This is an optimization exercise on Yosys and OpenROAD, whose aim is a short achievable clock period and few clock cycles, not a production implementation. The RTL was checked by simulation tests, not by an equivalence proof against the original design. Power and IR drop assume default switching activity.

==> design.v <==
module arm_alu (
    input  [31:0] opn, opm,
    input  [4:0]  rot,
    input  [31:0] msk, imm,
    input         mov, mvn, and_, orr, eor, arith, neg, cfl, cone, fc,
    output [31:0] res,
    output        r_n, r_z, r_c, r_v
  );
  wire [63:0] rotw = {opm, opm} >> rot;
  wire [31:0] op2  = (rotw[31:0] & msk) | imm;
  wire        cin = cfl ? fc : cone;
  wire [31:0] b2  = neg ? ~op2 : op2;
  wire [33:0] s34 = {opn, 1'b1} + {b2, cin};
  wire [32:0] sum = s34[33:1];
  wire [31:0] lres = ({32{mov}} & op2) | ({32{mvn}} & ~op2) |
                     ({32{and_}} & (opn & op2)) | ({32{orr}} & (opn | op2)) |
                     ({32{eor}} & (opn ^ op2));
  assign res = arith ? sum[31:0] : lres;
  wire [31:0] hx = opn ^ b2;
  wire [31:0] hg = opn & b2;
  wire        zsum = (hx[0] == cin) && (hx[31:1] == (hx[30:0] | hg[30:0]));
  assign r_n = res[31];
  assign r_z = arith ? zsum : (lres == 32'b0);
  assign r_c = arith & (sum[32] ^ neg);
  assign r_v = arith & ((opn[31] & b2[31] & ~r_n) | (~opn[31] & ~b2[31] & r_n));
endmodule
module arm_ftgt (
    input  [31:0] pc,
    input  [20:0] hi_p1, hi_m1,
    input  [9:0]  off,       
    output [31:0] tgt
  );
  wire [10:0] lo_s = {1'b0, pc[10:2], 1'b1} + {1'b0, off[8:0], 1'b1};
  wire [20:0] hi   = off[9] ? (lo_s[10] ? pc[31:11] : hi_m1) :
                              (lo_s[10] ? hi_p1 : pc[31:11]);
  assign tgt = {hi, lo_s[9:1], 2'b00};
endmodule
module arm_rfread (
    input  [479:0] r,
    input  [3:0]   sel,
    output reg [31:0] q
  );
  integer i;
  always @(*) begin
    q = 32'b0;
    for (i = 0; i < 15; i = i + 1)
      q = q | ({32{sel == i}} & r[32*i +: 32]);
  end
endmodule
module arm_core (
    input clk,
    input rst,
    output [31:0] imem_addr,
    input  [31:0] imem_data,
    output [31:0] dmem_addr,
    output [31:0] dmem_wdata,
    output        dmem_we,
    input  [31:0] dmem_rdata
  );
  function cond_ok;
    input [3:0] c;
    input n, z, cy, v;
    case (c)
      4'b0000: cond_ok = z;
      4'b0001: cond_ok = !z;
      4'b0010: cond_ok = cy;
      4'b0011: cond_ok = !cy;
      4'b0100: cond_ok = n;
      4'b0101: cond_ok = !n;
      4'b0110: cond_ok = v;
      4'b0111: cond_ok = !v;
      4'b1000: cond_ok = cy && !z;
      4'b1001: cond_ok = !cy || z;
      4'b1010: cond_ok = n == v;
      4'b1011: cond_ok = n != v;
      4'b1100: cond_ok = !z && (n == v);
      4'b1101: cond_ok = z && (n != v);
      4'b1110: cond_ok = 1'b1;
      default: cond_ok = 1'b0;
    endcase
  endfunction
  reg [31:0] pc;
  reg        x_v;
  reg [31:0] x_ir;
  reg        x_pt;       
  reg [31:0] x_pc4;      
  reg [29:0] x_key;      
  reg        x_fb_v, x_fb_pt;
  reg [3:0]  x_fb_c;
  reg [31:0] x_fb_alt;
  reg        p_v, p_pt;
  reg [3:0]  p_c;
  reg [31:0] p_alt;
  localparam BW = 3;      
  localparam BN = 1 << BW;
  reg        bt_v   [0:BN-1];
  reg [29-BW:0] bt_tag [0:BN-1];
  reg [29:0] bt_tgt [0:BN-1];
  reg [3:0]  bt_c   [0:BN-1];
  reg        bt_bwd [0:BN-1];
  reg [14:0] x_rd_oh;
  reg [31:0] x_opn, x_opm, x_opd;   
  reg [4:0]  x_rot;          
  reg [31:0] x_msk, x_imm;   
  reg        x_dp, x_mem, x_br, x_ld, x_st, x_wrop, x_S, x_use_rn, x_use_rm;
  reg        x_mov, x_mvn, x_and, x_orr, x_eor, x_arith, x_neg, x_cfl, x_cone;
  reg [31:0] R [0:14];
  reg [14:0] r_set;
  reg        fN, fZ, fC, fV;
  reg        m_we, m_ld;
  reg [3:0]  m_rd;
  reg [14:0] m_rd_oh;
  reg [31:0] m_addr, m_wdata;
  assign imem_addr  = pc;
  assign dmem_addr  = m_addr;
  assign dmem_wdata = m_wdata;
  assign dmem_we    = m_we;
  integer i;
  wire [3:0] xrn = x_ir[19:16];
  wire [3:0] xrd = x_ir[15:12];
  wire [3:0] xrm = x_ir[3:0];
  wire x_fbok = !x_fb_v || (cond_ok(x_fb_c, fN, fZ, fC, fV) == x_fb_pt);
  wire x_cnd  = cond_ok(x_ir[31:28], fN, fZ, fC, fV);
  wire x_ok   = x_v && x_fbok && x_cnd;
  wire fb_bad = x_v && !x_fbok;
  wire stall = x_ok && m_ld &&
       ((x_use_rn && xrn == m_rd) || (x_use_rm && xrm == m_rd));
  wire x_go = x_ok && !stall;
  wire [31:0] rn_val = x_opn;
  wire [31:0] rm_val = x_opm;
  wire [31:0] res;
  wire        r_n, r_z, r_c, r_v;
  arm_alu alu (
    .opn(rn_val), .opm(rm_val), .rot(x_rot), .msk(x_msk), .imm(x_imm),
    .mov(x_mov), .mvn(x_mvn), .and_(x_and), .orr(x_orr), .eor(x_eor),
    .arith(x_arith), .neg(x_neg), .cfl(x_cfl), .cone(x_cone), .fc(fC),
    .res(res), .r_n(r_n), .r_z(r_z), .r_c(r_c), .r_v(r_v)
  );
  wire x_wr = x_go && x_wrop;
  wire x_fl = x_go && x_S;
  wire [31:0] ea = rn_val + {{20{x_ir[11]}}, x_ir[11:0]};
  wire [31:0] d     = imem_data;
  wire        f_dp  = d[27:26] == 2'b00;
  wire        f_mem = d[27:26] == 2'b01;
  wire [3:0]  fc    = d[31:28];
  wire        f_br  = d[27:26] == 2'b10;
  wire        x_sets_flags = x_ok && x_S;
  wire        f_now = cond_ok(fc, fN, fZ, fC, fV);
  wire        f_pred = f_br && f_short && (fc == 4'b1110 ||
                       (fc != 4'b1111 && (x_sets_flags ? d[23] : f_now)));
  wire [31:0] pc4   = pc + 32'd4;
  wire        f_short = d[23:9] == 15'h0000 || d[23:9] == 15'h7fff;
  wire [20:0] hi_p1   = pc[31:11] + 21'd1;
  wire [20:0] hi_m1   = pc[31:11] - 21'd1;
  wire [31:0] ftgt;
  arm_ftgt ftg (.pc(pc), .hi_p1(hi_p1), .hi_m1(hi_m1), .off({d[23], d[8:0]}), .tgt(ftgt));
  wire [29:0] x_tgt   = x_pc4[31:2] + {{6{x_ir[23]}}, x_ir[23:0]};
  wire br_bad   = x_v && x_fbok && x_br && (x_cnd != x_pt);
  wire redirect = fb_bad || br_bad;
  wire [31:0] redirect_pc = fb_bad ? x_fb_alt : x_pt ? x_pc4 : {x_tgt, 2'b00};
  wire [BW-1:0] bi   = pc[BW+1:2];
  wire        bhit   = bt_v[bi] && bt_tag[bi] == pc[31:BW+2];
  wire [3:0]  bc     = bt_c[bi];
  wire        f_fold = bhit && !f_br;
  wire        f_sets = f_dp && d[20];
  wire        b_now  = cond_ok(bc, fN, fZ, fC, fV);
  wire        b_pred = bc == 4'b1110 ||
                       (bc != 4'b1111 && ((x_sets_flags || f_sets) ? bt_bwd[bi] : b_now));
  wire [31:0] btgt   = {bt_tgt[bi], 2'b00};
  wire [31:0] pc8    = pc + 32'd8;
  wire [31:0] f_next = f_pred ? ftgt : f_fold ? (b_pred ? btgt : pc8) : pc4;
  wire [3:0] f_rn = d[19:16];
  wire [3:0] f_rm = d[3:0];
  wire [3:0] f_rd = d[15:12];
  wire [479:0] rpk;
  genvar gi;
  generate
    for (gi = 0; gi < 15; gi = gi + 1) begin : pk
      assign rpk[32*gi +: 32] = r_set[gi] ? R[gi] : gi;
    end
  endgenerate
  wire [31:0] f_rdn, f_rdm;
  arm_rfread rdn (.r(rpk), .sel(f_rn), .q(f_rdn));
  arm_rfread rdm (.r(rpk), .sel(f_rm), .q(f_rdm));
  wire [31:0] f_rdd;
  arm_rfread rdd (.r(rpk), .sel(f_rd), .q(f_rdd));
  wire [31:0] f_opn = (x_wr && xrd == f_rn) ? res :
                      (m_ld && m_rd == f_rn) ? dmem_rdata : f_rdn;
  wire [31:0] f_opm = (x_wr && xrd == f_rm) ? res :
                      (m_ld && m_rd == f_rm) ? dmem_rdata : f_rdm;
  wire [31:0] f_opd = (x_wr && xrd == f_rd) ? res :
                      (m_ld && m_rd == f_rd) ? dmem_rdata : f_rdd;
  wire [4:0]  f_amt = d[11:7];
  wire [63:0] f_immw = {24'b0, d[7:0], 24'b0, d[7:0]} >> {d[11:8], 1'b0};
  wire [4:0]  f_rot = d[25] ? 5'd0 : (d[6:5] == 2'b00) ? 5'd0 - f_amt : f_amt;
  wire [31:0] f_msk = d[25] ? 32'b0 :
                      (d[6:5] == 2'b00) ? 32'hffffffff << f_amt :
                      (d[6:5] == 2'b11) ? 32'hffffffff : 32'hffffffff >> f_amt;
  wire [31:0] f_imm = d[25] ? f_immw[31:0] : 32'b0;
  wire [3:0] fop   = d[24:21];
  wire f_mov = fop == 4'b1101, f_mvn = fop == 4'b1111;
  wire f_add = fop == 4'b0100, f_adc = fop == 4'b0101;
  wire f_sub = fop == 4'b0010, f_sbc = fop == 4'b0110;
  wire f_and = fop == 4'b0000, f_orr = fop == 4'b1100, f_eor = fop == 4'b0001;
  wire f_cmp = fop == 4'b1010, f_tst = fop == 4'b1000;
  always @(posedge clk, posedge rst) begin
    if (rst) begin
      pc <= 32'b0;
      x_v <= 1'b0;
      p_v <= 1'b0;
    end else if (redirect) begin
      pc <= redirect_pc;
      x_v <= 1'b0;
      p_v <= 1'b0;
    end else if (!stall) begin
      pc <= f_next;
      x_v <= 1'b1;
      p_v <= f_fold;
    end
  end
  always @(posedge clk) begin
    if (!redirect && !stall) begin
      x_ir <= d;
      x_pt <= f_pred;
      x_pc4 <= pc4;
      x_key <= pc[31:2] - 30'd1;
      x_fb_v <= p_v;
      x_fb_c <= p_c;
      x_fb_pt <= p_pt;
      x_fb_alt <= p_alt;
      p_c <= bc;
      p_pt <= b_pred;
      p_alt <= b_pred ? pc8 : btgt;
      for (i = 0; i < 15; i = i + 1)
        x_rd_oh[i] <= d[15:12] == i;
      x_opn <= f_opn;
      x_opm <= f_opm;
      x_opd <= f_opd;
      x_rot <= f_rot;
      x_msk <= f_msk;
      x_imm <= f_imm;
      x_dp <= f_dp;
      x_mem <= f_mem;
      x_br <= f_br;
      x_ld <= f_mem && d[20];
      x_st <= f_mem && !d[20];
      x_wrop <= f_dp && (f_mov | f_mvn | f_add | f_adc | f_sub | f_sbc | f_and | f_orr | f_eor);
      x_S <= f_dp && d[20];
      x_use_rn <= (f_dp && !f_mov && !f_mvn) || f_mem;
      x_use_rm <= f_dp && !d[25];
      x_mov <= f_mov;
      x_mvn <= f_mvn;
      x_and <= f_and | f_tst;
      x_orr <= f_orr;
      x_eor <= f_eor;
      x_arith <= f_add | f_adc | f_sub | f_sbc | f_cmp;
      x_neg <= f_sub | f_sbc | f_cmp;
      x_cfl <= f_adc | f_sbc;
      x_cone <= f_sub | f_cmp;
    end else if (!redirect) begin
      if (m_ld && m_rd == xrn) x_opn <= dmem_rdata;
      if (m_ld && m_rd == xrm) x_opm <= dmem_rdata;
      if (m_ld && m_rd == xrd) x_opd <= dmem_rdata;
    end
  end
  always @(posedge clk, posedge rst) begin
    if (rst) begin
      for (i = 0; i < BN; i = i + 1)
        bt_v[i] <= 1'b0;
    end else if (x_v && x_br) begin
      bt_v[x_key[BW-1:0]] <= 1'b1;
    end
  end
  always @(posedge clk) begin
    if (x_v && x_br) begin
      bt_tag[x_key[BW-1:0]] <= x_key[29:BW];
      bt_tgt[x_key[BW-1:0]] <= x_tgt;
      bt_c[x_key[BW-1:0]] <= x_ir[31:28];
      bt_bwd[x_key[BW-1:0]] <= x_ir[23];
    end
  end
  always @(posedge clk, posedge rst) begin
    if (rst) begin
      fN <= 1'b0; fZ <= 1'b0; fC <= 1'b0; fV <= 1'b0;
    end else if (x_fl) begin
      fN <= r_n; fZ <= r_z; fC <= r_c; fV <= r_v;
    end
  end
  always @(posedge clk, posedge rst) begin
    if (rst) begin
      m_we <= 1'b0;
      m_ld <= 1'b0;
    end else begin
      m_we <= x_go && x_st;
      m_ld <= x_go && x_ld;
    end
  end
  always @(posedge clk) begin
    if (x_go && x_mem) begin
      m_rd <= xrd;
      m_rd_oh <= x_rd_oh;
      m_addr <= ea;
      m_wdata <= (m_ld && m_rd == xrd) ? dmem_rdata : x_opd;
    end
  end
  wire [14:0] r_wx = {15{x_wr}} & x_rd_oh;
  wire [14:0] r_wm = {15{m_ld}} & m_rd_oh;
  always @(posedge clk, posedge rst) begin
    if (rst)
      r_set <= 15'b0;
    else
      r_set <= r_set | r_wx | r_wm;
  end
  always @(posedge clk) begin
    for (i = 0; i < 15; i = i + 1)
      if (r_wx[i])
        R[i] <= res;
      else if (r_wm[i])
        R[i] <= dmem_rdata;
  end
endmodule
==> flow/run.sh <==
#!/bin/bash
set -euo pipefail
MARGIN=${MARGIN:-17}
bash standard.sh SETUP_SLACK_MARGIN=$MARGIN TNS_END_PERCENT=0 finish > flow_make.log 2>&1
==> standard.sh <==
#!/bin/bash
# synth_recipe.tcl (not shown) runs the flow's synth.tcl, then flattens the netlist and writes it again
# the make line also repeats each setting of config.mk as NAME=value (left out here)
make -C /OpenROAD-flow-scripts/flow DESIGN_CONFIG=/design/flow/config.mk WORK_HOME=/design/flow/orfs CLKGATE_MAP_FILE= SYNTH_SCRIPT=/design/flow/synth_recipe.tcl "${@:-finish}"
==> config.mk <==
export PLATFORM = sky130hd
export DESIGN_NAME = arm_core
export DESIGN_NICKNAME = arm_core
export VERILOG_FILES = /design/flow/design.v
export SDC_FILE = /design/flow/constraint.sdc
export NUM_CORES = 4
export LEC_CHECK = 0
export CAP_MARGIN = 30
export CORE_MARGIN = 2
export CORE_UTILIZATION = 40
export SLEW_MARGIN = 30
==> constraint.sdc <==
create_clock -name core_clock -period 22.0 [get_ports {clk}]
set_input_delay 4.4000 -clock core_clock [delete_from_list [all_inputs] [get_ports {clk}]]
set_output_delay 4.4000 -clock core_clock [all_outputs]
set_load 0.01 [all_outputs]
==> summary.txt, run 1 <==
Outcome
  – Run status: finished clean

Routing
  – DRC violation count after routing: 0
  – Iteration-0 DRC count of the detailed router: 13,000
  – Post-detailed-routing wire length: slightly above 400 mm
  – Average vias per placed instance: roughly 7
  – Via count: 75,000
  – Routed wirelength normalized by instance count: 37.7 µm
  – Pre-Repair DR Iteration Count: 12
  – Number of nets with antenna violations after detailed routing: 0

Logic synthesis
  – Average instance area after synthesis: ~11 µm²
  – Synth top area cells: edfxtp_1 (50%), nand2_1 (5.3%), mux4_2 (4.8%), o22ai_1 (4.0%), o21ai_0 (3.7%)
  – Post-synth top area share: 0.502
  – Number of synthesized flops with an enable pin: 1,421
  – Leading cell types by count after synthesis: edfxtp_1 (1,421), nand2_1 (1,196), o21ai_0 (633)
  – Number of distinct standard cells referenced by the synthesized netlist: about 100
  – Top-count cell post-synth: edfxtp_1
  – Most used flip-flop cell after synthesis: edfxtp_1
  – Yosys synthesis warning count: 4
  – Sequential cell area fraction in the yosys report: 0.520
  – Async set or reset register ratio after synthesis: 0.0425
  – Mapped Cells: around 8,000
  – Net count of the mapped netlist: 8,267
  – Cell taking the most area after synthesis: edfxtp_1
  – Post-Syn Area: 85,100 µm²
  – Register bit total from synthesis: between 1,000 and 1,500

Global routing
  – Wire length of the first global-routing pass: about 570 mm
  – Initial antenna violation count: 44
  – Global router's overall resource usage: 0.373
  – Vias in the first global route: approximately 70,000
  – Leftover overflow at the end of global routing: 0
  – Largest net degree at the start of global routing: between 90 and 100

Power
  – Power share of the clock group: 0.152
  – Max VDD drop: about 0.24 mV
  – Internal power consumption: approximately 9800 µW
  – Combinational share of power: 0.559
  – Areal power density over the cells: about 190 nW/µm²
  – Net switching power of the design: approximately 9300 µW
  – Leak Pwr: ~0.037 µW
  – Sw Share: 0.487
  – Fraction of power consumed by sequential logic: 0.288

Setup path
  – R2R Setup Slk: around 16,000 ps
  – Critical Setup Path Class: primary input to flop
  – Start point of the critical path: imem_data[0]
  – Reg-to-Reg Start: x_rot[1]
  – Crit path cell chain: buf_2, buf_12, clkinvlp_4, nor2_2, nand3_1, buf_6, bufbuf_16, o22ai_1, nor2_1, nand3_1, nor3_1, a221oi_1
  – CP most frequent cell: nand3_1
  – CP startpoint kind: primary input
  – Worst reg2reg path endpoint: x_opn[11]
  – Crit-path max cell delay: around 420 ps
  – End point of the critical path: x_opm[10]
  – Crit Path Max Fanout: 10
  – Cell at the slowest stage of the critical path: a221oi_1
  – Data required time of the critical path: 22,620 ps
  – Arr. time, crit path: 7300 ps
  – Number of cells traversed by the worst register-to-register path: 20
  – Crit. End Element: flop

Clocking
  – Root cell of the clock tree: clkbuf_16
  – Insertion delay to the later sink of the worst-skew pair: roughly 900 ps
  – Number of sinks driven by the clock tree: 1,484
  – # hold bufs at CTS: 0
  – Number of buffers created by CTS: between 150 and 200
  – Number of levels the H-tree was split into: 4
  – Clock-pin slew on the worst setup and hold paths: around 70 ps
  – Max Root-Sink Buffers: 3
  – CTS tree: done

STA
  – Slew of the pin with the lowest slew margin: between 1000 and 1500 ps
  – Achievable frequency: 0.150 GHz
  – Worst slew margin: 0.263
  – Worst Clk Skew: approximately 77 ps
  – Setup repair after global routing missed its margin: true
  – Slew Viols, Final: 0
  – Post-route setup TNS: 0 ps
  – Finish-stage setup viols: 0
  – Post-route fraction of the period consumed by the critical path: 0.304
  – Post-layout minimum cycle time: ~6700 ps
  – Final Hold Viols: 0

Floorplan
  – Core area: ~210,000 µm²
  – Area of the die: around 220,000 µm²
  – Die height: 465 µm
  – Width of the chip: ~470 µm
  – # IOs: between 150 and 200
  – Effective utilization at floorplan: 0.402
  – Cell row count: between 150 and 200

Place
  – Number of port buffers: 162
  – Final RePlAce weighted congestion: just over 1
  – HPWL after detailed placement: roughly 250 mm

Final layout
  – Core Util, Final: 0.470
  – Nets@finish: between 8,000 and 9,000
  – Ratio of cells with drive above 1 in the final layout: 0.157
  – Layout overhead on the synthesized area: 16.9%

Flow run
  – MaxCap Viol Count: 0

Hold path
  – Min-Delay Path Class: flop to flop
[worst min-delay path by stage]
stage	startpoint	to	slack [ps]	cells after the start
2_1_floorplan	p_alt[0]	x_fb_alt[0]	400	0
3_3_place_gp	p_alt[17]	x_fb_alt[17]	400	0
3_5_place_dp	p_alt[28]	x_fb_alt[28]	400	0
4_1_cts	p_alt[7]	x_fb_alt[7]	400	0
5_1_grt	p_alt[7]	x_fb_alt[7]	410	0
6_report	p_alt[7]	x_fb_alt[7]	410	0
[flip-flops by register name, indices dropped and copies added, names as in the netlist, 5 cells and up]
signal    flops
p_alt        32
bt_tag      216
x_rd_oh      15
x_rot         5
x_opd        32
x_ir         28
x_imm        32
x_opm        32
x_msk        32
bt_tgt      240
m_rd_oh      15
x_opn        32
m_addr       32
m_wdata      32
pc           32
bt_bwd        8
r_set        15
x_key        29
R           480
bt_v          8
x_pc4        32
bt_c         32
x_fb_alt     32
[cells in the final DEF, fill, tap and decap left out, types with 84 or more instances in the layout]
cell | Yosys | layout
a21oi_1 | 278 | 262
buf_4 | 7 | 299
nand2_1 | 1196 | 1152
edfxtp_1 | 1421 | 1421
ha_1 | 234 | 224
clkdlybuf4s50_1 | 0 | 126
mux4_2 | 183 | 183
nand3_1 | 223 | 216
o22ai_1 | 540 | 539
inv_1 | 182 | 172
o21ai_1 | 81 | 84
mux2i_1 | 212 | 208
nor4_1 | 145 | 132
xnor2_1 | 186 | 184
xor2_1 | 139 | 136
nor2_1 | 417 | 400
o21ai_0 | 633 | 611
nor3_1 | 126 | 105
mux2_2 | 101 | 101
clkbuf_16 | 0 | 168
[worst max-delay path, delay by kind of cell]
family,cells,cell delay [ps]
simple gates,5,1060
buf+inv,5,1180
compound gates,2,590
[per-stage QoR]
stage | power (µW) | cells | area, µm² | hold WS (ps) | worst slack (ps)
floorplan | 11300 | 7962 | 85100 | 400 | 14860
global placement | 15200 | 10600 | 90100 | 400 | 12840
detailed placement | 15400 | 10600 | 90200 | 405 | 12830
CTS | 18500 | 11000 | 98500 | 400 | 15480
global route | 19700 | 11000 | 99400 | 414 | 15410
finish | 19000 | 11000 | 99500 | 408 | 15320
[final cells by class]
cell class	instances	area, µm²
timing repair buffer	580	6240
clock buffer	203	4290
inverter	197	801
sequential	1484	44300
tap	2821	3530
antenna	12	30.0
fill	19300	112000
clock inverter	95	1280
multi-input combinational	5638	39000
[metal layers]
| layer | up-vias | global-route usage | part of all wire |
|---|---|---|---|
| met5 | - | 0 | 0.00052 |
| met2 | 6143 | 0.548 | 0.42 |
| met3 | 1800 | 0.117 | 0.13 |
| li1 | 30300 | - | - |
| met1 | 36700 | 0.480 | 0.37 |
| met4 | 22 | 0.227 | 0.079 |
[power groups by stage]
| stage | Combinational (µW) | Clock, µW | Sequential, µW |
|---|---|---|---|
| CTS | 10200 | 2910 | 5470 |
| detailed placement | 9840 | 0 | 5530 |
| finish | 10600 | 2900 | 5490 |
| global placement | 9740 | 0 | 5500 |
| floorplan | 6120 | 0 | 5190 |
| global route | 11100 | 3020 | 5540 |
[cell families after synthesis]
kind of cell    synth area share
flops                      0.520
mux                       0.0902
buf+inv                   0.0386
xor+xnor                  0.0335
compound gates             0.151
fa+ha+maj                 0.0357
simple gates               0.131
[timing repair]
item,4_1_cts,5_1_grt
setup endpoints to repair,1267,1290
gates cloned,19,3
hold endpoints to repair,0,0
buffers inserted,87,46
pin swaps,43,42
gates resized for setup,372,103
Testbench counts, summed over its fixed seeds: cycles 48,930.
==> run 2, diff against run 1 <==
--- a/design.v
+++ b/design.v
@@ -1,13 +1,27 @@
 module arm_alu (
     input  [31:0] opn, opm,
-    input  [4:0]  rot,
+    input  [3:0]  rlo,
+    input  [7:0]  rhi,
     input  [31:0] msk, imm,
     input         mov, mvn, and_, orr, eor, arith, neg, cfl, cone, fc,
     output [31:0] res,
     output        r_n, r_z, r_c, r_v
   );
-  wire [63:0] rotw = {opm, opm} >> rot;
-  wire [31:0] op2  = (rotw[31:0] & msk) | imm;
+  reg [31:0] r1, r2;
+  integer j, k;
+  always @(*) begin
+    for (j = 0; j < 32; j = j + 1) begin
+      r1[j] = 1'b0;
+      for (k = 0; k < 4; k = k + 1)
+        r1[j] = r1[j] | (rlo[k] & opm[(j + k) % 32]);
+    end
+    for (j = 0; j < 32; j = j + 1) begin
+      r2[j] = 1'b0;
+      for (k = 0; k < 8; k = k + 1)
+        r2[j] = r2[j] | (rhi[k] & r1[(j + 4 * k) % 32]);
+    end
+  end
+  wire [31:0] op2  = (r2 & msk) | imm;
   wire        cin = cfl ? fc : cone;
   wire [31:0] b2  = neg ? ~op2 : op2;
   wire [33:0] s34 = {opn, 1'b1} + {b2, cin};
@@ -100,12 +114,15 @@
   reg        bt_bwd [0:BN-1];
   reg [14:0] x_rd_oh;
   reg [31:0] x_opn, x_opm, x_opd;   
-  reg [4:0]  x_rot;          
+  reg [3:0]  x_rlo;          
+  reg [7:0]  x_rhi;          
   reg [31:0] x_msk, x_imm;   
   reg        x_dp, x_mem, x_br, x_ld, x_st, x_wrop, x_S, x_use_rn, x_use_rm;
   reg        x_mov, x_mvn, x_and, x_orr, x_eor, x_arith, x_neg, x_cfl, x_cone;
   reg [31:0] R [0:14];
   reg [14:0] r_set;
+  reg [14:0] wb_w;
+  reg [31:0] wb_res;
   reg        fN, fZ, fC, fV;
   reg        m_we, m_ld;
   reg [3:0]  m_rd;
@@ -131,7 +148,7 @@
   wire [31:0] res;
   wire        r_n, r_z, r_c, r_v;
   arm_alu alu (
-    .opn(rn_val), .opm(rm_val), .rot(x_rot), .msk(x_msk), .imm(x_imm),
+    .opn(rn_val), .opm(rm_val), .rlo(x_rlo), .rhi(x_rhi), .msk(x_msk), .imm(x_imm),
     .mov(x_mov), .mvn(x_mvn), .and_(x_and), .orr(x_orr), .eor(x_eor),
     .arith(x_arith), .neg(x_neg), .cfl(x_cfl), .cone(x_cone), .fc(fC),
     .res(res), .r_n(r_n), .r_z(r_z), .r_c(r_c), .r_v(r_v)
@@ -176,7 +193,7 @@
   genvar gi;
   generate
     for (gi = 0; gi < 15; gi = gi + 1) begin : pk
-      assign rpk[32*gi +: 32] = r_set[gi] ? R[gi] : gi;
+      assign rpk[32*gi +: 32] = wb_w[gi] ? wb_res : r_set[gi] ? R[gi] : gi;
     end
   endgenerate
   wire [31:0] f_rdn, f_rdm;
@@ -236,7 +253,10 @@
       x_opn <= f_opn;
       x_opm <= f_opm;
       x_opd <= f_opd;
-      x_rot <= f_rot;
+      for (i = 0; i < 4; i = i + 1)
+        x_rlo[i] <= f_rot[1:0] == i;
+      for (i = 0; i < 8; i = i + 1)
+        x_rhi[i] <= f_rot[4:2] == i;
       x_msk <= f_msk;
       x_imm <= f_imm;
       x_dp <= f_dp;
@@ -303,18 +323,22 @@
       m_wdata <= (m_ld && m_rd == xrd) ? dmem_rdata : x_opd;
     end
   end
-  wire [14:0] r_wx = {15{x_wr}} & x_rd_oh;
+  wire [14:0] r_wx = wb_w;
   wire [14:0] r_wm = {15{m_ld}} & m_rd_oh;
   always @(posedge clk, posedge rst) begin
-    if (rst)
+    if (rst) begin
       r_set <= 15'b0;
-    else
+      wb_w <= 15'b0;
+    end else begin
       r_set <= r_set | r_wx | r_wm;
+      wb_w <= {15{x_wr}} & x_rd_oh;
+    end
   end
   always @(posedge clk) begin
+    wb_res <= res;
     for (i = 0; i < 15; i = i + 1)
       if (r_wx[i])
-        R[i] <= res;
+        R[i] <= wb_res;
       else if (r_wm[i])
         R[i] <= dmem_rdata;
   end
==> run 2 against run 1 <==
Still clean on timing, DRC and antenna. Wire length is 9.5% higher. Worst setup slack improved by 140 ps. Register-to-register slack improved by 150 ps. Flip-flop and latch count rose by 54. Synthesized area increased by 4.6%. Largest power group unchanged.
==> summary.txt, run 2 <==
Outcome
  – Run status: finished clean

Routing
  – Via count: 78,100 (+4.1%)
  – Iteration-0 DRC count of the detailed router: 14,000 (+7.6%)
  – Number of nets with antenna violations after detailed routing: 0 (unchanged)
  – Average vias per placed instance: 7.11 (+4.5%)
  – Post-detailed-routing wire length: 455 mm (+9.5%)
  – Pre-Repair DR Iteration Count: 12 (unchanged)
  – Routed wirelength normalized by instance count: 41.4 µm (+9.9%)
  – DRC violation count after routing: 0 (unchanged)

STA
  – Post-layout minimum cycle time: 6540 ps (-136 ps)
  – Final Hold Viols: 0 (unchanged)
  – Finish-stage setup viols: 0 (unchanged)
  – Post-route setup TNS: 0 ps (unchanged)
  – Slew of the pin with the lowest slew margin: 1140 ps (+37.5 ps)
  – Slew Viols, Final: 0 (unchanged)
  – Achievable frequency: 0.153 GHz (+2.1%)
  – Worst Clk Skew: 76.3 ps (-0.801 ps)
  – Post-route fraction of the period consumed by the critical path: 0.297 (-0.00616)
  – Worst slew margin: 0.238 (-0.0258)
  – Setup repair after global routing missed its margin: true

Setup path
  – Worst reg2reg path endpoint: x_opm[25]
  – Crit-path max cell delay: 600 ps (+180 ps)
  – R2R Setup Slk: 15,760 ps (+150 ps)
  – Number of cells traversed by the worst register-to-register path: 20 (unchanged)
  – Crit. End Element: flop
  – Start point of the critical path: imem_data[3]
  – Cell at the slowest stage of the critical path: a211oi_1
  – End point of the critical path: x_opm[31]
  – Crit path cell chain: buf_4, buf_12, inv_2, nor2_1, nand3_1, buf_12, bufbuf_16, o22ai_1, a211oi_1, nand4_1, mux2i_1, a21oi_1
  – Reg-to-Reg Start: x_opm[3]
  – Crit Path Max Fanout: 11 (+1)
  – CP most frequent cell: buf_12
  – Data required time of the critical path: 22,590 ps (-30 ps)
  – Arr. time, crit path: 7130 ps (-170 ps)
  – CP startpoint kind: primary input
  – Critical Setup Path Class: primary input to flop

Logic synthesis
  – Cell taking the most area after synthesis: edfxtp_1
  – Number of synthesized flops with an enable pin: 1,428 (+0.49%)
  – Post-Syn Area: 89,000 µm² (+4.6%)
  – Net count of the mapped netlist: 8,022 (-3.0%)
  – Yosys synthesis warning count: 5 (+1)
  – Sequential cell area fraction in the yosys report: 0.511 (-0.00895)
  – Mapped Cells: 7,717 (-3.1%)
  – Post-synth top area share: 0.482 (-0.0196)
  – Leading cell types by count after synthesis: edfxtp_1 (1,428), a22oi_1 (563), mux2_2 (540)
  – Most used flip-flop cell after synthesis: edfxtp_1
  – Async set or reset register ratio after synthesis: 0.0507 (+0.00826)
  – Register bit total from synthesis: 1,538 (+3.6%)
  – Average instance area after synthesis: 11.5 µm² (+7.9%)
  – Synth top area cells: edfxtp_1 (48%), mux2_2 (6.8%), a22oi_1 (4.8%), ha_1 (3.3%), mux4_2 (3.0%)
  – Number of distinct standard cells referenced by the synthesized netlist: 105 (+1.9%)
  – Top-count cell post-synth: edfxtp_1

Global routing
  – Vias in the first global route: 72,000 (+3.1%)
  – Leftover overflow at the end of global routing: 0 (unchanged)
  – Largest net degree at the start of global routing: 182 (+84%)
  – Met2 Resource Use GR: 0.552 (+0.00419)
  – Wire length of the first global-routing pass: 613 mm (+8.2%)
  – GR Layer Usage met3: 0.147 (+0.0294)
  – Grt met1 use: 0.506 (+0.0259)
  – Highest-utilization routing layer at the global route stage: met2
  – Initial antenna violation count: 71 (+61%)
  – Global router's overall resource usage: 0.391 (+0.0183)

Floorplan
  – Die height: 476 µm (+2.2%)
  – Cell row count: 173 (+2.4%)
  – Core area: 222,000 µm² (+4.7%)
  – Effective utilization at floorplan: 0.401 (-0.000573)
  – Area of the die: 226,000 µm² (+4.5%)
  – # IOs: 163 (unchanged)
  – Width of the chip: 476 µm (+2.2%)

Power
  – Internal power consumption: 10,100 µW (+3.0%)
  – Power share of the clock group: 0.158 (+0.006)
  – Areal power density over the cells: 188 nW/µm² (-1.6%)
  – Max VDD drop: 0.148 mV (-39%)
  – Sw Share: 0.489 (+0.00248)
  – Leak Pwr: 0.0383 µW (+2.9%)
  – Fraction of power consumed by sequential logic: 0.288 (about the same)
  – Combinational share of power: 0.554 (-0.005)
  – Net switching power of the design: 9640 µW (+4.0%)

Clocking
  – CTS tree: done
  – Clock-pin slew on the worst setup and hold paths: 60 ps (about the same)
  – Max Root-Sink Buffers: 3 (unchanged)
  – Number of buffers created by CTS: 174 (+6.7%)
  – Number of levels the H-tree was split into: 4 (unchanged)
  – Insertion delay to the later sink of the worst-skew pair: 900 ps (about the same)
  – Root cell of the clock tree: clkbuf_16
  – Number of sinks driven by the clock tree: 1,538 (+3.6%)

Flow run
  – MaxCap Viol Count: 0 (unchanged)

Final layout
  – Fill count: 20,000 (+3.7%)
  – Nets@finish: 8,120 (-3.0%)
  – Ratio of cells with drive above 1 in the final layout: 0.221 (+0.0633)
  – Number of flip-flops under the largest register name: 480 (unchanged)
  – Most frequent cells in the layout: edfxtp_1 (1,428), a22oi_1 (563), mux2_2 (540)
  – Fin area: 105,000 µm² (+5.1%)
  – Register ranked first by flip-flop count: R
  – Most common cell after layout, fill and taps aside: edfxtp_1
  – Layout overhead on the synthesized area: 17.5%

Place
  – HPWL after detailed placement: 275 mm (+8.6%)
  – Number of port buffers: 162 (unchanged)
  – Cell Area, Placed: 94,600 µm² (+4.9%)
  – Final RePlAce weighted congestion: 1.01 (-0.38%)

Hold path
  – Min-Delay Path Class: flop to flop
==> run 2: changes by cell type after synthesis, moves of 89 or more <==
cell,previous run,this run
o21ai_0,633,238
nand3_1,223,134
a22o_1,7,159
mux2_2,101,540
a22oi_1,43,563
o22ai_1,540,365
nand2_1,1196,451
==> run 2: area by class of cell <==
type,count,area [µm²],share of cell area
tap,2975,3720,0.0356
clock inverter,102,1370,0.0131
sequential,1538,45600,0.436
inverter,231,988,0.00945
antenna,48,120,0.00115
multi-input combinational,5245,41200,0.394
clock buffer,225,4740,0.0453
timing repair buffer,625,6870,0.0657
==> run 2: per-stage QoR <==
| stage | utilization | power [µW] | hold slack (ps) | cells | worst slack, ps |
|---|---|---|---|---|---|
| after floorplan | - | 11500 | 400 | 7717 | 15320 |
| after global placement | 0.426 | 15600 | 401 | 10400 | 13200 |
| after CTS | 0.470 | 19200 | 417 | 10900 | 15800 |
| after detailed placement | 0.427 | 15800 | 405 | 10400 | 13220 |
| final | 0.472 | 19700 | 419 | 11000 | 15460 |
| after global routing | 0.471 | 20200 | 425 | 11000 | 15570 |
==> run 2: worst min path at each step <==
stage	startpoint	slack (ps)	end	cells after the start
2_1_floorplan	p_alt[0]	400	x_fb_alt[0]	0
3_3_place_gp	p_alt[23]	400	x_fb_alt[23]	0
3_5_place_dp	p_alt[13]	400	x_fb_alt[13]	0
4_1_cts	p_alt[31]	420	x_fb_alt[31]	0
5_1_grt	p_alt[0]	420	x_fb_alt[0]	0
6_report	p_alt[20]	420	x_fb_alt[20]	0
==> run 2: kinds of logic (layout without fill, tap and decap cells) <==
kind of cell    after synthesis  count (layout)  synth area share
compound gates             2292            2292             0.181
flops                      1538            1538             0.511
buf+inv                     937            1183            0.0412
mux                         826             826             0.118
xor+xnor                    313             313            0.0308
simple gates               1572            1575            0.0843
other cells                   0              48                 0
fa+ha+maj                   239             239            0.0340
==> run 2: timing repair <==
item / CTS / global route
gates resized for setup: 516 / 30
pin swaps: 49 / 18
buffers inserted: 123 / 11
cloned: 31 / 0
endpoints found under the setup margin: 845 / 779
hold buffers: 0 / 0
==> run 2: power by group through the flow <==
stage	clock, µW	combinational [µW]	sequential (µW)
floorplan	0	6100	5360
global placement	0	9900	5700
detailed placement	0	10000	5730
CTS	3130	10400	5660
global route	3240	11300	5740
finish	3110	10900	5680
==> run 2: worst max-delay path, delay by kind of cell <==
| family | cells | cell delay, ps |
|---|---|---|
| AO/OA/AOI/OAI | 3 | 880 |
| buffers and inverters | 5 | 960 |
| multiplexers | 1 | 250 |
| AND/OR/NAND/NOR | 3 | 600 |
==> run 2: routing by layer <==
layer | vias up | share of wire | routed length (µm)
met5 | - | 0.00083 | 376
met1 | 39200 | 0.38 | 172000
met2 | 6565 | 0.41 | 188000
li1 | 30500 | - | -
met4 | 40 | 0.075 | 34200
met3 | 1859 | 0.13 | 60700
Testbench counts of run 2, summed over its fixed seeds: cycles 48,930.
==> run 3, diff against run 2 <==
--- a/design.v
+++ b/design.v
@@ -114,6 +114,8 @@
   reg        bt_bwd [0:BN-1];
   reg [14:0] x_rd_oh;
   reg [31:0] x_opn, x_opm, x_opd;   
+  reg [2:0]  x_sx, x_sm;
+  reg [31:0] ld_res;
   reg [3:0]  x_rlo;          
   reg [7:0]  x_rhi;          
   reg [31:0] x_msk, x_imm;   
@@ -143,8 +145,9 @@
   wire stall = x_ok && m_ld &&
        ((x_use_rn && xrn == m_rd) || (x_use_rm && xrm == m_rd));
   wire x_go = x_ok && !stall;
-  wire [31:0] rn_val = x_opn;
-  wire [31:0] rm_val = x_opm;
+  wire [31:0] rn_val = x_sx[0] ? wb_res : x_sm[0] ? ld_res : x_opn;
+  wire [31:0] rm_val = x_sx[1] ? wb_res : x_sm[1] ? ld_res : x_opm;
+  wire [31:0] rd_val = x_sx[2] ? wb_res : x_sm[2] ? ld_res : x_opd;
   wire [31:0] res;
   wire        r_n, r_z, r_c, r_v;
   arm_alu alu (
@@ -201,12 +204,6 @@
   arm_rfread rdm (.r(rpk), .sel(f_rm), .q(f_rdm));
   wire [31:0] f_rdd;
   arm_rfread rdd (.r(rpk), .sel(f_rd), .q(f_rdd));
-  wire [31:0] f_opn = (x_wr && xrd == f_rn) ? res :
-                      (m_ld && m_rd == f_rn) ? dmem_rdata : f_rdn;
-  wire [31:0] f_opm = (x_wr && xrd == f_rm) ? res :
-                      (m_ld && m_rd == f_rm) ? dmem_rdata : f_rdm;
-  wire [31:0] f_opd = (x_wr && xrd == f_rd) ? res :
-                      (m_ld && m_rd == f_rd) ? dmem_rdata : f_rdd;
   wire [4:0]  f_amt = d[11:7];
   wire [63:0] f_immw = {24'b0, d[7:0], 24'b0, d[7:0]} >> {d[11:8], 1'b0};
   wire [4:0]  f_rot = d[25] ? 5'd0 : (d[6:5] == 2'b00) ? 5'd0 - f_amt : f_amt;
@@ -250,9 +247,11 @@
       p_alt <= b_pred ? pc8 : btgt;
       for (i = 0; i < 15; i = i + 1)
         x_rd_oh[i] <= d[15:12] == i;
-      x_opn <= f_opn;
-      x_opm <= f_opm;
-      x_opd <= f_opd;
+      x_opn <= f_rdn;
+      x_opm <= f_rdm;
+      x_opd <= f_rdd;
+      x_sx <= {x_wr && xrd == f_rd, x_wr && xrd == f_rm, x_wr && xrd == f_rn};
+      x_sm <= {m_ld && m_rd == f_rd, m_ld && m_rd == f_rm, m_ld && m_rd == f_rn};
       for (i = 0; i < 4; i = i + 1)
         x_rlo[i] <= f_rot[1:0] == i;
       for (i = 0; i < 8; i = i + 1)
@@ -278,9 +277,11 @@
       x_cfl <= f_adc | f_sbc;
       x_cone <= f_sub | f_cmp;
     end else if (!redirect) begin
-      if (m_ld && m_rd == xrn) x_opn <= dmem_rdata;
-      if (m_ld && m_rd == xrm) x_opm <= dmem_rdata;
-      if (m_ld && m_rd == xrd) x_opd <= dmem_rdata;
+      x_opn <= (m_ld && m_rd == xrn) ? dmem_rdata : rn_val;
+      x_opm <= (m_ld && m_rd == xrm) ? dmem_rdata : rm_val;
+      x_opd <= (m_ld && m_rd == xrd) ? dmem_rdata : rd_val;
+      x_sx <= 3'b0;
+      x_sm <= 3'b0;
     end
   end
   always @(posedge clk, posedge rst) begin
@@ -320,7 +321,7 @@
       m_rd <= xrd;
       m_rd_oh <= x_rd_oh;
       m_addr <= ea;
-      m_wdata <= (m_ld && m_rd == xrd) ? dmem_rdata : x_opd;
+      m_wdata <= (m_ld && m_rd == xrd) ? dmem_rdata : rd_val;
     end
   end
   wire [14:0] r_wx = wb_w;
@@ -336,6 +337,7 @@
   end
   always @(posedge clk) begin
     wb_res <= res;
+    ld_res <= dmem_rdata;
     for (i = 0; i < 15; i = i + 1)
       if (r_wx[i])
         R[i] <= wb_res;
==> run 3 against run 2 <==
Cell area grew 0.84%. Final cell count grew 2.3%. Combinational power grew 4%. Hold slack lost 11 ps. Synthesized cell count grew 4.1%. Sequential share of layout area grew 0.41 points. Die area grew 2.6%. Highest routed layer unchanged. Still clean on timing, DRC and antenna. Largest cell class unchanged. Critical endpoint is now x_opn[5]. Worst setup slack gained 19 ps. Power grew 1.1%. Critical path depth shrank 6. Non-clock buffer count shrank 17.
==> summary.txt, run 3 <==
Global routing
  – Vias in the first global route: 75,100 (+4.3%)
  – Wire length of the first global-routing pass: 593 mm (-3.2%)
  – Largest net degree at the start of global routing: 164 (-9.9%)
  – Initial antenna violation count: 36 (-49%)
  – Leftover overflow at the end of global routing: 0 (unchanged)
  – Global router's overall resource usage: 0.360 (-0.0310)

Setup path
  – Crit Path Max Fanout: 16 (+5)
  – Reg-to-Reg Start: x_sm[1]
  – Critical Setup Path Class: primary input to flop
  – CP startpoint kind: primary input
  – Cell at the slowest stage of the critical path: nor2b_2
  – Crit. End Element: flop
  – Data required time of the critical path: 22,680 ps (+90 ps)
  – Buffering stage count on the worst path with inverters included: 1 (-4)
  – Arr. time, crit path: 7200 ps (+70 ps)
  – Start point of the critical path: imem_data[19]
  – Crit path cell chain: buf_4, nor2b_2, nand3_4, o22ai_1, nor4_1, a31oi_1
  – Dominant delay contributor by cell family on the critical path: simple AND/OR/NAND/NOR gates
  – Crit-path max cell delay: 950 ps (+350 ps)

Clocking
  – Insertion delay to the later sink of the worst-skew pair: 920 ps (+20 ps)
  – CTS tree: done
  – Number of levels the H-tree was split into: 4 (unchanged)
  – Number of sinks driven by the clock tree: 1,576 (+2.5%)
  – Clock-pin slew on the worst setup and hold paths: 70 ps (about the same)
  – # hold bufs at CTS: 0 (unchanged)
  – Max Root-Sink Buffers: 3 (unchanged)
  – Root cell of the clock tree: clkbuf_16
  – Number of buffers created by CTS: 180 (+3.4%)

Routing
  – Post-detailed-routing wire length: 431 mm (-5.4%)
  – Iteration-0 DRC count of the detailed router: 14,900 (+6.1%)
  – Via count: 80,200 (+2.7%)
  – DRC violation count after routing: 0 (unchanged)
  – Pre-Repair DR Iteration Count: 14 (+2)
  – Routed wirelength normalized by instance count: 38.3 µm (-7.6%)
  – Average vias per placed instance: 7.13 (+0.36%)
  – Number of nets with antenna violations after detailed routing: 0 (unchanged)

STA
  – Worst slew margin: 0.225 (-0.0123)
  – Worst Clk Skew: 100 ps (+24.1 ps)
  – Slew of the pin with the lowest slew margin: 1160 ps (+19.7 ps)
  – Setup repair after global routing missed its margin: true
  – Post-route fraction of the period consumed by the critical path: 0.297 (-0.000850)
  – Final-layout worst hold slack: 408 ps (-10.8 ps)
  – Slew Viols, Final: 0 (unchanged)
  – Post-layout minimum cycle time: 6530 ps (-18.7 ps)
  – Achievable frequency: 0.153 GHz (+0.29%)
  – Final Hold Viols: 0 (unchanged)
  – Post-route setup TNS: 0 ps (unchanged)
  – Finish-stage setup viols: 0 (unchanged)

Place
  – Number of cells in the design after placement: 10,700 (+2.3%)
  – Cell Area, Placed: 96,300 µm² (+1.8%)
  – HPWL after detailed placement: 250 mm (-9.3%)
  – Number of port buffers: 162 (unchanged)
  – Final RePlAce weighted congestion: 1.01 (+0.30%)

Logic synthesis
  – Average instance area after synthesis: 11.4 µm² (-1.4%)
  – Synth top area cells: edfxtp_1 (47%), mux2_2 (6.6%), a22oi_1 (5.0%), o22ai_1 (4.5%), ha_1 (3.2%)
  – Number of distinct standard cells referenced by the synthesized netlist: 104 (-0.95%)
  – Number of synthesized flops with an enable pin: 1,434 (+0.42%)
  – Post-Syn Area: 91,300 µm² (+2.7%)
  – Mapped Cells: 8,032 (+4.1%)
  – Top-count cell post-synth: edfxtp_1
  – Leading cell types by count after synthesis: edfxtp_1 (1,434), o22ai_1 (657), a22oi_1 (611)
  – Net count of the mapped netlist: 8,337 (+3.9%)
  – Async set or reset register ratio after synthesis: 0.0495 (-0.00122)
  – Yosys synthesis warning count: 5 (unchanged)
  – Cell taking the most area after synthesis: edfxtp_1
  – Most used flip-flop cell after synthesis: edfxtp_1
  – Register bit total from synthesis: 1,576 (+2.5%)
  – Post-synth top area share: 0.471 (-0.0106)
  – Sequential cell area fraction in the yosys report: 0.507 (-0.00430)

Final layout
  – Register ranked first by flip-flop count: R
  – Nets@finish: 8,359 (+2.9%)
  – Fill count: 20,500 (+2.9%)
  – Most common cell after layout, fill and taps aside: edfxtp_1
  – Combined flip-flop and latch cell area: 46,400 µm² (+1.8%)
  – Number of flip-flops under the largest register name: 480 (unchanged)
  – Layout overhead on the synthesized area: 15.4%
  – Area occupied by multi-input gates: 42,300 µm² (+2.8%)
  – Post-route insts no fill: 11,200 (+2.3%)
  – Ratio of cells with drive above 1 in the final layout: 0.199 (-0.0212)
  – Most frequent cells in the layout: edfxtp_1 (1,434), o22ai_1 (657), a22oi_1 (611)
  – Fin area: 105,000 µm² (+0.84%)

Power
  – Max VDD drop: 0.206 mV (+39%)
  – Areal power density over the cells: 189 nW/µm² (+0.28%)
  – Leak Pwr: 0.0376 µW (-1.9%)

Floorplan
  – Die height: 482 µm (+1.3%)
  – Cell row count: 175 (+1.2%)
  – Width of the chip: 482 µm (+1.3%)
  – Effective utilization at floorplan: 0.402 (+0.000505)
  – Area of the die: 232,000 µm² (+2.6%)
  – # IOs: 163 (unchanged)
  – Core area: 227,000 µm² (+2.5%)

Hold path
  – Min-Delay Path Class: flop to flop
  – Launch point of the worst hold path: p_alt[30]

Flow run
  – MaxCap Viol Count: 0 (unchanged)

Outcome
  – Run status: finished clean
run 3: final timing paths:
| check | cells past startpoint | endpoint | slack [ps] |
|---|---|---|---|
| max | 6 | x_opn[5] | 15470 |
| min | 0 | x_fb_alt[30] | 410 |
| max reg2reg | 22 | fC | 15750 |
| min reg2reg | 0 | x_fb_alt[30] | 410 |
| max in group asynchronous | 3 | pc[3] | 16550 |
| min in group asynchronous | 2 | wb_w[4] | 4020 |
run 3: cells by family (layout without fill, tap and decap cells):
logic type / count (synthesis) / after routing / synth area share
AND/OR/NAND/NOR: 1579 / 1587 / 0.0861
other: 0 / 31 / 0
buffers and inverters: 993 / 1159 / 0.0431
multiplexers: 886 / 886 / 0.120
flip-flops: 1576 / 1576 / 0.507
AO/OA/AOI/OAI: 2438 / 2438 / 0.180
XOR/XNOR: 320 / 320 / 0.0308
adder cells (fa/ha/maj): 240 / 240 / 0.0333
run 3: what timing repair did:
item,CTS,global route
pin swaps,67,16
endpoints found under the setup margin,752,976
gates cloned,20,0
setup buffers,158,5
gates resized for setup,491,9
run 3: where the power goes:
part | internal, µW | switching [µW]
Sequential | 4950 | 532
Clock | 1760 | 1370
Combinational | 3670 | 7640
Total | 10400 | 9550
run 3: area by class of cell:
| cell class | instances | area share |
|---|---|---|
| Clock buffer | 248 | 0.0467 |
| Inverter | 217 | 0.00788 |
| Antenna cell | 31 | 0.000736 |
| Tap cell | 3009 | 0.0357 |
| Clock inverter | 86 | 0.0111 |
| Timing Repair Buffer | 608 | 0.0566 |
| Sequential cell | 1576 | 0.440 |
| Multi-Input combinational cell | 5471 | 0.401 |
run 3: metal layers:
| metal | up-vias | routed length [µm] | part of all wire | global-route usage |
|---|---|---|---|---|
| li1 | 31800 | - | - | - |
| met1 | 39300 | 156000 | 0.36 | 0.451 |
| met2 | 6941 | 178000 | 0.41 | 0.518 |
| met3 | 2128 | 59500 | 0.14 | 0.133 |
| met4 | 19 | 36900 | 0.086 | 0.235 |
| met5 | - | 506 | 0.0012 | 0.0182 |
run 3: stage by stage:
step | power, µW | worst slack (ps) | util
6_report | 19900 | 15470 | 0.464
5_1_grt | 20600 | 15590 | 0.464
3_3_place_gp | 15800 | 12770 | 0.423
2_1_floorplan | 11900 | 14780 | -
4_1_cts | 19400 | 15860 | 0.462
3_5_place_dp | 15900 | 12660 | 0.424
Testbench counts of run 3, summed over its fixed seeds: cycles 48,930.
==> run 4, diff against run 3 <==
--- a/design.v
+++ b/design.v
@@ -105,7 +105,7 @@
   reg        p_v, p_pt;
   reg [3:0]  p_c;
   reg [31:0] p_alt;
-  localparam BW = 3;      
+  localparam BW = 4;      
   localparam BN = 1 << BW;
   reg        bt_v   [0:BN-1];
   reg [29-BW:0] bt_tag [0:BN-1];
==> run 4 against run 3 <==
Still clean. Non-clock buffer count rose by 24. First-iteration DRC count fell by 4.9%. Maximum frequency is essentially flat. Sequential share of layout area grew 4.0 points. Core utilization hardly changed. Via count is 12% higher. Critical path depth is 7 higher. Sequential power is 25% higher. Combinational power increased by 9.7%. Die area up 21%. Worst setup slack worse by 6.3 ps. Critical path type unchanged.
==> summary.txt, run 4 <==
Routing
  – Iteration-0 DRC count of the detailed router: 14,100 (-4.9%)
  – Routed wirelength normalized by instance count: 39.5 µm (+3.2%)
  – Average vias per placed instance: 6.99 (-2.0%)
  – Post-detailed-routing wire length: 508 mm (+18%)
  – DRC violation count after routing: 0 (unchanged)
  – Via count: 89,800 (+12%)
  – Number of nets with antenna violations after detailed routing: 0 (unchanged)
  – Pre-Repair DR Iteration Count: 12 (-2)

Global routing
  – Vias in the first global route: 85,100 (+13%)
  – Initial antenna violation count: 49 (+36%)
  – Wire length of the first global-routing pass: 694 mm (+17%)
  – Leftover overflow at the end of global routing: 0 (unchanged)
  – Largest net degree at the start of global routing: 150 (-8.5%)
  – Global router's overall resource usage: 0.353 (-0.00686)

Logic synthesis
  – Top-count cell post-synth: edfxtp_1
  – Post-Syn Area: 110,000 µm² (+21%)
  – Sequential cell area fraction in the yosys report: 0.552 (+0.0451)
  – Mapped Cells: 8,874 (+10%)
  – Net count of the mapped netlist: 9,174 (+10%)
  – Average instance area after synthesis: 12.4 µm² (+9.3%)
  – Cell taking the most area after synthesis: edfxtp_1
  – Number of synthesized flops with an enable pin: 1,914 (+33%)
  – Register bit total from synthesis: 2,064 (+31%)
  – Synth top area cells: edfxtp_1 (52%), mux2_2 (5.7%), mux4_2 (5.1%), a22oi_1 (4.3%), o22ai_1 (3.7%)
  – Leading cell types by count after synthesis: edfxtp_1 (1,914), o22ai_1 (656), a22oi_1 (625)
  – Yosys synthesis warning count: 5 (unchanged)
  – Async set or reset register ratio after synthesis: 0.0417 (-0.00783)
  – Number of distinct standard cells referenced by the synthesized netlist: 98 (-5.8%)
  – Post-synth top area share: 0.521 (+0.0494)
  – Most used flip-flop cell after synthesis: edfxtp_1

STA
  – Achievable frequency: 0.153 GHz (about the same)
  – Setup repair after global routing missed its margin: true
  – Finish-stage setup viols: 0 (unchanged)
  – Worst Clk Skew: 95.0 ps (-5.46 ps)
  – Post-layout minimum cycle time: 6530 ps (+6.30 ps)
  – Post-route fraction of the period consumed by the critical path: 0.297 (about the same)
  – Final-layout worst hold slack: 413 ps (+5.22 ps)
  – Worst slew margin: 0.216 (-0.00944)
  – Slew of the pin with the lowest slew margin: 1160 ps (+1.86 ps)
  – Post-route setup TNS: 0 ps (unchanged)
  – Final Hold Viols: 0 (unchanged)
  – Slew Viols, Final: 0 (unchanged)

Floorplan
  – Core area: 274,000 µm² (+21%)
  – Effective utilization at floorplan: 0.403 (+0.000690)
  – # IOs: 163 (unchanged)
  – Width of the chip: 529 µm (+9.8%)
  – Cell row count: 192 (+9.7%)
  – Area of the die: 280,000 µm² (+21%)
  – Die height: 529 µm (+9.8%)

Power
  – Net switching power of the design: 10,700 µW (+12%)
  – Areal power density over the cells: 183 nW/µm² (-3.3%)
  – Fraction of power consumed by sequential logic: 0.295 (+0.020)
  – Leak Pwr: 0.0441 µW (+17%)
  – Internal power consumption: 12,500 µW (+20%)
  – Sw Share: 0.462 (-0.0176)
  – Combinational share of power: 0.533 (-0.035)
  – Max VDD drop: 0.153 mV (-26%)
  – Power share of the clock group: 0.172 (+0.015)

Clocking
  – CTS tree: done
  – Number of sinks driven by the clock tree: 2,064 (+31%)
  – Number of buffers created by CTS: 232 (+29%)
  – Clock-pin slew on the worst setup and hold paths: 60 ps (about the same)
  – Max Root-Sink Buffers: 4 (+1)
  – Insertion delay to the later sink of the worst-skew pair: 960 ps (+40 ps)
  – Number of levels the H-tree was split into: 4 (unchanged)
  – # hold bufs at CTS: 0 (unchanged)
  – Root cell of the clock tree: clkbuf_16

Hold path
  – Min-Delay Path Class: flop to flop
  – Hold EP: m_rd_oh[4]
  – Launch point of the worst hold path: x_rd_oh[4]
  – Cell count of the worst hold path: 0 (unchanged)

Setup path
  – Reg-to-Reg Start: x_sm[1]
  – Crit. End Element: flop
  – Worst reg2reg path endpoint: fN
  – Number of cells traversed by the worst register-to-register path: 20 (-9.1%)
  – Data required time of the critical path: 22,830 ps (+150 ps)
  – R2R Setup Slk: 15,630 ps (-120 ps)
  – CP startpoint kind: primary input
  – Arr. time, crit path: 7370 ps (+170 ps)
  – Critical Setup Path Class: primary input to flop
  – Crit Path Max Fanout: 14 (-2)

Place
  – Final RePlAce weighted congestion: 0.986 (-2.8%)
  – Number of port buffers: 162 (unchanged)
  – Number of cells in the design after placement: 12,200 (+14%)
  – HPWL after detailed placement: 300 mm (+20%)
  – Cell Area, Placed: 117,000 µm² (+21%)

Final layout
  – Most common cell after layout, fill and taps aside: edfxtp_1
  – Fin area: 127,000 µm² (+20%)
  – Ratio of cells with drive above 1 in the final layout: 0.213 (+0.0136)
  – Post-route insts no fill: 12,900 (+14%)
  – Most frequent cells in the layout: edfxtp_1 (1,914), o22ai_1 (656), a22oi_1 (624)
  – Core Util, Final: 0.464 (about the same)
  – Layout overhead on the synthesized area: 15.1%
  – Nets@finish: 9,228 (+10%)

Flow run
  – MaxCap Viol Count: 0 (unchanged)

Outcome
  – Run status: finished clean
==> run 4: changes by cell type after synthesis, moves of 33 or more <==
cell	before	now
mux2i_1	238	184
nor4_1	203	170
edfxtp_1	1434	1914
nor2_1	461	522
mux4_2	107	248
o21ai_0	187	243
==> run 4: per-layer routing <==
layer | up-vias | wire length (µm) | part of all wire | GRT usage
met3 | 2106 | 57600 | 0.11 | 0.0946
li1 | 35500 | - | - | -
met1 | 45100 | 184000 | 0.36 | 0.440
met4 | 16 | 45000 | 0.089 | 0.257
met2 | 7154 | 221000 | 0.43 | 0.529
met5 | - | 88 | 0.00017 | 0.00139
==> run 4: power groups by stage <==
stage | logic [µW] | clock network, µW | registers [µW]
global route | 12800 | 4160 | 6920
finish | 12400 | 3990 | 6860
floorplan | 6910 | 0 | 6760
CTS | 11900 | 4010 | 6840
detailed placement | 11400 | 0 | 6960
global placement | 11300 | 0 | 6920
==> run 4: layout make-up <==
class	count	area, µm²
Sequential cell	2064	61000
Fill cell	24500	147000
Clock inverter	130	1300
Timing Repair Buffer	632	6230
Clock buffer	307	6360
Inverter	236	921
Tap cell	3686	4610
Antenna cell	37	92.6
Multi-Input combinational cell	5760	46500
Timing Repair inverter	2	20.0
==> run 4: critical path: stages <==
cell,delay [ps]
buf_12,130
nand4_1,660
nor4_2,560
o21ai_2,120
nand3b_1,170
a31o_2,220
and3_4,240
inv_12,110
a31oi_4,90
buf_12,180
nand2_8,90
nor2_1,60
a311o_1,280
==> run 4: kinds of logic (layout without fill, tap and decap cells) <==
family	Yosys count	count (layout)	synth area share
fa+ha+maj	234	234	0.0269
other cells	0	37	0
simple gates	1634	1637	0.0721
flops	2064	2064	0.552
xor+xnor	310	310	0.0247
buf+inv	1056	1307	0.0393
mux	1001	1001	0.127
compound gates	2575	2578	0.158
==> run 4: through the flow <==
stage / setup WS (ps) / total power [µW]
finish: 15470 / 23200
global route: 15470 / 23900
CTS: 15720 / 22700
detailed placement: 12400 / 18400
global placement: 12510 / 18200
floorplan: 15340 / 13700
==> run 4: worst max-delay path by stage <==
stage	start	to	slack, ps	depth (start not counted)
after floorplan	imem_data[1]	pc[28]	15340	12
after global placement	imem_data[14]	pc[14]	12510	16
after detailed placement	imem_data[14]	pc[14]	12400	16
after CTS	imem_data[6]	pc[17]	15720	13
after global routing	x_sm[1]	fN	15470	21
final	imem_data[15]	pc[8]	15470	13
==> run 4: what timing repair did <==
| item | CTS | global route |
|---|---|---|
| pin swaps | 44 | 10 |
| setup endpoints to repair | 1061 | 1171 |
| resized for setup | 371 | 28 |
| endpoints found under the hold margin | 0 | 0 |
| gates cloned | 19 | 0 |
| setup buffers | 105 | 13 |
Testbench counts of run 4, summed over its fixed seeds: cycles 48,483.

==> port drivers added, routing unchanged <==
Ports are ideal in the flow. The routed layouts listed here were re-timed in OpenROAD. Step 1 assumes that a clkbuf_16 drives the clock port and a buf_2 every other input. Step 2 also shifts input and output timing later by t, the mid clock arrival at the registers, as if the neighbouring blocks saw the same clock. Slacks: ideal / step 1 / step 2; pairs: ideal / step 1.
run | shift t [ns] | setup slack, ns | pins driven straight from the clock port
run 1 | 0.949 | 15.320 / 15.321 / 14.372 | 1
run 2 | 0.964 | 15.455 / 15.531 / 14.568 | 1
run 3 | 0.952 | 15.474 / 15.517 / 14.565 | 1
run 4 | 1.014 | 15.468 / 15.504 / 14.489 | 1
After both steps every run listed still meets setup and hold. For run 4, which loses most, drivers alone change the setup slack by +0.036 ns; drivers and shift together by -0.979 ns.
